What follows belongs to an exercise in optimizing a design on an open flow for small area; a production flow would make more cautious choices.
Function was checked by simulation only, so behaviour that the tests miss may differ from the original.
Power and IR drop assume default switching activity.

## build 6
## Top_Module
module Top_Module (
    input wire clk,
    input wire rst,
    input wire key_clk,
    input wire key_data,
    input wire flag_player,
    output wire [11:0]disp_rgb,
    output wire hsync,
    output wire vsync
);
==> flow/config.mk <==
export PLATFORM = sky130hd
export DESIGN_NAME = Top_Module
export DESIGN_NICKNAME = Top_Module
export VERILOG_FILES = /design/flow/design.v
export SDC_FILE = /design/flow/constraint.sdc
export NUM_CORES = 8
export LEC_CHECK = 0
export ABC_AREA = 1
export CAP_MARGIN = 20
export CORE_MARGIN = 2
export CORE_UTILIZATION = 40
export CTS_BUF_LIST = sky130_fd_sc_hd__clkbuf_4
export SLEW_MARGIN = 20
==> flow/constraint.sdc <==
create_clock -name core_clock -period 25.0 [get_ports {clk}]
set_input_delay 5.0000 -clock core_clock [delete_from_list [all_inputs] [get_ports {clk}]]
set_output_delay 5.0000 -clock core_clock [all_outputs]
set_load 0.01 [all_outputs]
standard.sh (not shown) runs the stock make flow with config.mk's settings and CLKGATE_MAP_FILE= SYNTH_SCRIPT=/design/flow/synth_recipe.tcl, a recipe that flattens the netlist after the stock synthesis.
==> flow/flow/run.sh <==
#!/bin/bash
# Layout flow: the standard synthesis, its combinational logic re-mapped for
# area by ABC (flip-flops untouched; many random seeds, in rounds that start
# from the smallest result so far), then the standard layout steps with a
# smaller clock tree.
set -euo pipefail
W=$(pwd)
R=$W/orfs/results/$FLOW_PLATFORM/Top_Module/base
LIB=$FLOW_HOME/platforms/$FLOW_PLATFORM/lib/sky130_fd_sc_hd__tt_025C_1v80.lib

bash standard.sh synth > $W/std_synth.log 2>&1
cp $R/1_2_yosys.v $W/std_1_2_yosys.v

# one batch of eight ABC runs (seeds $2..) on netlist $1; keeps the smallest
# result so far in best.v / best_area
best_area=""
batch() {
  local seeds="$2" seed a
  for seed in $seeds; do
    sed -e "s#@IN@#$1#" -e "s#@OUT@#$W/reopt_$seed.v#" \
        -e "s#@LIB@#$LIB#g" -e "s#@TOP@#$FLOW_TOP#" -e "s#@SEED@#$seed#" \
        $W/flow/reopt.ys > $W/reopt_$seed.ys
    yosys -s $W/reopt_$seed.ys > $W/reopt_$seed.log 2>&1 &
  done
  wait
  for seed in $seeds; do
    a=$( (grep "Chip area" $W/reopt_$seed.log || true) | tail -1 | awk '{print $NF}')
    echo "seed $seed on $(basename $1): ${a:-failed}" >> $W/reopt_choice.log
    if [ -n "$a" ] && { [ -z "$best_area" ] || awk "BEGIN{exit !($a < $best_area)}"; }; then
      cp $W/reopt_$seed.v $W/best.v
      best_area=$a
    fi
  done
}
# sixteen seeds on the standard synthesis, then four rounds of eight more
# seeds, each on the smallest netlist so far
batch $W/std_1_2_yosys.v "1 3 5 7 9 11 13 15"
batch $W/std_1_2_yosys.v "2 4 6 8 10 12 14 16"
for round in 2 3 4 5; do
  cp $W/best.v $W/round_$round.v
  batch $W/round_$round.v "$((round * 10 + 1)) $((round * 10 + 2)) $((round * 10 + 3)) $((round * 10 + 4)) $((round * 10 + 5)) $((round * 10 + 6)) $((round * 10 + 7)) $((round * 10 + 8))"
done
echo "kept area $best_area" >> $W/reopt_choice.log
cp $W/best.v $R/1_2_yosys.v
touch $R/1_2_yosys.v

export BUFFER_PORTS_ARGS="-buffer_cell sky130_fd_sc_hd__buf_1"
bash standard.sh place > $W/std_place.log 2>&1
n=0
for cfg in "12 60" "11 60" "11 50" "10 50" "10 40" "8 30" "6 20"; do
  set -- $cfg
  n=$((n + 1))
  export CTS_ARGS="-sink_clustering_enable -repair_clock_nets -buf_list sky130_fd_sc_hd__clkbuf_4 -sink_clustering_size $1 -sink_clustering_max_diameter $2 -dont_use_dummy_load"
  rm -f $R/4_* $R/5_* $R/6_* $W/out/final.def
  if ! bash standard.sh finish > $W/std_layout_$n.log 2>&1; then
    echo "try $n: cluster $1, diameter $2: layout failed" >> $W/cts_tries.log
    continue
  fi
  LIBF=$LIB RDIR=$R openroad -no_init -exit $W/flow/clkslew.tcl > $W/clkslew_$n.log 2>&1 || true
  slew=$( (grep CLKSLEW $W/clkslew_$n.log || true) | awk '{print $2}')
  echo "try $n: cluster $1, diameter $2: clock-pin slew $slew ps" >> $W/cts_tries.log
  if [ -n "$slew" ] && awk "BEGIN{exit !($slew <= 118)}"; then break; fi
done
Other scripts of this flow, unchanged in this note and not shown: flow/flow/clkslew.tcl, flow/flow/reopt.ys
#### Input delta (build 43 over build 6)
Settings: a change of CORE_UTILIZATION from 40 to 70; an added PLACE_DENSITY of 0.85.
diff --git a/flow/flow/run.sh b/flow/flow/run.sh
--- a/flow/flow/run.sh
+++ b/flow/flow/run.sh
@@ -33,9 +33,10 @@
   done
 }
-# sixteen seeds on the standard synthesis, then four rounds of eight more
+# 24 seeds on the standard synthesis, then six rounds of eight more
 # seeds, each on the smallest netlist so far
 batch $W/std_1_2_yosys.v "1 3 5 7 9 11 13 15"
 batch $W/std_1_2_yosys.v "2 4 6 8 10 12 14 16"
-for round in 2 3 4 5; do
+batch $W/std_1_2_yosys.v "17 18 19 20 91 92 93 94"
+for round in 2 3 4 5 6 7; do
   cp $W/best.v $W/round_$round.v
   batch $W/round_$round.v "$((round * 10 + 1)) $((round * 10 + 2)) $((round * 10 + 3)) $((round * 10 + 4)) $((round * 10 + 5)) $((round * 10 + 6)) $((round * 10 + 7)) $((round * 10 + 8))"
@@ -48,16 +49,16 @@
 bash standard.sh place > $W/std_place.log 2>&1
 n=0
-for cfg in "12 60" "11 60" "11 50" "10 50" "10 40" "8 30" "6 20"; do
+for cfg in "4 12 60" "8 22 70" "4 11 60" "8 20 60" "4 12 50" "8 18 60" "4 11 50" "4 10 60" "8 16 50" "4 10 50" "4 10 40" "4 8 30" "4 6 20"; do
   set -- $cfg
   n=$((n + 1))
-  export CTS_ARGS="-sink_clustering_enable -repair_clock_nets -buf_list sky130_fd_sc_hd__clkbuf_4 -sink_clustering_size $1 -sink_clustering_max_diameter $2 -dont_use_dummy_load"
+  export CTS_ARGS="-sink_clustering_enable -repair_clock_nets -buf_list sky130_fd_sc_hd__clkbuf_4 -sink_clustering_buffer sky130_fd_sc_hd__clkbuf_$1 -sink_clustering_size $2 -sink_clustering_max_diameter $3 -dont_use_dummy_load"
   rm -f $R/4_* $R/5_* $R/6_* $W/out/final.def
   if ! bash standard.sh finish > $W/std_layout_$n.log 2>&1; then
-    echo "try $n: cluster $1, diameter $2: layout failed" >> $W/cts_tries.log
+    echo "try $n: leaf clkbuf_$1, cluster $2, diameter $3: layout failed" >> $W/cts_tries.log
     continue
   fi
   LIBF=$LIB RDIR=$R openroad -no_init -exit $W/flow/clkslew.tcl > $W/clkslew_$n.log 2>&1 || true
   slew=$( (grep CLKSLEW $W/clkslew_$n.log || true) | awk '{print $2}')
-  echo "try $n: cluster $1, diameter $2: clock-pin slew $slew ps" >> $W/cts_tries.log
-  if [ -n "$slew" ] && awk "BEGIN{exit !($slew <= 118)}"; then break; fi
+  echo "try $n: leaf clkbuf_$1, cluster $2, diameter $3: clock-pin slew $slew ps" >> $W/cts_tries.log
+  if [ -n "$slew" ] && awk "BEGIN{exit !($slew <= 121)}"; then break; fi
 done
[summary]
Final period utilization across build 43 and build 6: no real change.
Cmp build 43 vs build 6: hold slack higher in build 43
Build 43 vs. build 6: global-route usage went up 13 points, worst setup slack went down 6.8 ps, non-clock buffer count went down 1, number of instances on the worst hold path held.
The number of placed cells counting well taps in build 43 sits 129 below the value recorded for build 6.
### build 43 -> build 59
Settings: changing CORE_UTILIZATION from 70 to 40; removing PLACE_DENSITY (formerly 0.85).
diff --git a/flow/flow/run.sh b/flow/flow/run.sh
--- a/flow/flow/run.sh
+++ b/flow/flow/run.sh
@@ -33,10 +33,9 @@
   done
 }
-# 24 seeds on the standard synthesis, then six rounds of eight more
+# sixteen seeds on the standard synthesis, then four rounds of eight more
 # seeds, each on the smallest netlist so far
 batch $W/std_1_2_yosys.v "1 3 5 7 9 11 13 15"
 batch $W/std_1_2_yosys.v "2 4 6 8 10 12 14 16"
-batch $W/std_1_2_yosys.v "17 18 19 20 91 92 93 94"
-for round in 2 3 4 5 6 7; do
+for round in 2 3 4 5; do
   cp $W/best.v $W/round_$round.v
   batch $W/round_$round.v "$((round * 10 + 1)) $((round * 10 + 2)) $((round * 10 + 3)) $((round * 10 + 4)) $((round * 10 + 5)) $((round * 10 + 6)) $((round * 10 + 7)) $((round * 10 + 8))"
@@ -49,16 +48,16 @@
 bash standard.sh place > $W/std_place.log 2>&1
 n=0
-for cfg in "4 12 60" "8 22 70" "4 11 60" "8 20 60" "4 12 50" "8 18 60" "4 11 50" "4 10 60" "8 16 50" "4 10 50" "4 10 40" "4 8 30" "4 6 20"; do
+for cfg in "12 60" "11 60" "12 50" "11 50" "10 60" "10 50" "10 40" "8 30" "6 20"; do
   set -- $cfg
   n=$((n + 1))
-  export CTS_ARGS="-sink_clustering_enable -repair_clock_nets -buf_list sky130_fd_sc_hd__clkbuf_4 -sink_clustering_buffer sky130_fd_sc_hd__clkbuf_$1 -sink_clustering_size $2 -sink_clustering_max_diameter $3 -dont_use_dummy_load"
+  export CTS_ARGS="-sink_clustering_enable -repair_clock_nets -buf_list sky130_fd_sc_hd__clkbuf_4 -sink_clustering_size $1 -sink_clustering_max_diameter $2 -dont_use_dummy_load"
   rm -f $R/4_* $R/5_* $R/6_* $W/out/final.def
   if ! bash standard.sh finish > $W/std_layout_$n.log 2>&1; then
-    echo "try $n: leaf clkbuf_$1, cluster $2, diameter $3: layout failed" >> $W/cts_tries.log
+    echo "try $n: cluster $1, diameter $2: layout failed" >> $W/cts_tries.log
     continue
   fi
   LIBF=$LIB RDIR=$R openroad -no_init -exit $W/flow/clkslew.tcl > $W/clkslew_$n.log 2>&1 || true
   slew=$( (grep CLKSLEW $W/clkslew_$n.log || true) | awk '{print $2}')
-  echo "try $n: leaf clkbuf_$1, cluster $2, diameter $3: clock-pin slew $slew ps" >> $W/cts_tries.log
+  echo "try $n: cluster $1, diameter $2: clock-pin slew $slew ps" >> $W/cts_tries.log
   if [ -n "$slew" ] && awk "BEGIN{exit !($slew <= 121)}"; then break; fi
 done
Notes after the runs:
- Build 59: final routed wire length divided by cell count lower than build 43
- Design area, build 43 and build 59: lower on build 43
- Build 59 — share of the clock period used by the worst path 0.21 points lower, build 43 as reference
- From build 43 to build 59 the numbers moved as follows: total number of placement rows higher, worst hold slack lower, number of antenna repair diodes higher, routability congestion estimate lower, total wire length lower.
- The run showing the smaller total placed instance area is build 43.
- Build 59 against build 43: part of the total power dissipated in combinational logic fell 0.3 points; clock group share of total power climbed 1.5 points.
--- input diff build 59..build 26 ---
Settings: setting PLACE_DENSITY to 0.85 for the first time; changing CORE_UTILIZATION from 40 to 70.
diff --git a/flow/flow/run.sh b/flow/flow/run.sh
--- a/flow/flow/run.sh
+++ b/flow/flow/run.sh
@@ -33,9 +33,10 @@
   done
 }
-# sixteen seeds on the standard synthesis, then four rounds of eight more
+# 24 seeds on the standard synthesis, then six rounds of eight more
 # seeds, each on the smallest netlist so far
 batch $W/std_1_2_yosys.v "1 3 5 7 9 11 13 15"
 batch $W/std_1_2_yosys.v "2 4 6 8 10 12 14 16"
-for round in 2 3 4 5; do
+batch $W/std_1_2_yosys.v "17 18 19 20 91 92 93 94"
+for round in 2 3 4 5 6 7; do
   cp $W/best.v $W/round_$round.v
   batch $W/round_$round.v "$((round * 10 + 1)) $((round * 10 + 2)) $((round * 10 + 3)) $((round * 10 + 4)) $((round * 10 + 5)) $((round * 10 + 6)) $((round * 10 + 7)) $((round * 10 + 8))"
Results
- Looking at the reports, build 26 completed the entire flow and the layout it produced met the timing, design-rule and antenna checks.
- Build 26: utilization is 32 points higher than what build 59 reported.
- Diff build 59 -> build 26 | routability congestion estimate | up by a few percent
- Against build 59, sum of routed wire length over all layers in build 26 rose by more than 10%.
- Looking at build 59 and build 26, the internal power summed over all cells is a wash.

-- port drivers added, routing unchanged --
In the flow no input, the clock included, has a driving cell. The finished layouts below were timed again as built, in two steps.
Step 1 sets driving cells, clkbuf_16 on the clock port and buf_2 on the other inputs (assumed; they add their load-dependent delay and slew).
Step 2 also shifts input and output timing later by t, the mid clock arrival at the registers, as if the neighbouring blocks saw the same clock.
Slacks: no drivers / after step 1 / after step 2; pairs: no drivers / after step 1.
| run | t, ns | setup slack, ns | hold slack, ns | worst slew at a driven data input, ns | cell pins on the clock port's net |
|---|---|---|---|---|---|
| build 6 | 0.629 | 16.876 / 16.840 / 17.469 | 0.277 / 0.277 / 0.277 | 0.03 | 1 |
| build 43 | 0.647 | 16.870 / 16.833 / 17.480 | 0.290 / 0.290 / 0.290 | 0.03 | 1 |
| build 59 | 0.629 | 16.923 / 16.886 / 17.515 | 0.266 / 0.266 / 0.266 | 0.03 | 1 |
| build 26 | 0.627 | 16.884 / 16.847 / 17.474 | 0.293 / 0.293 / 0.293 | 0.03 | 1 |
After both steps every run listed still meets setup and hold.
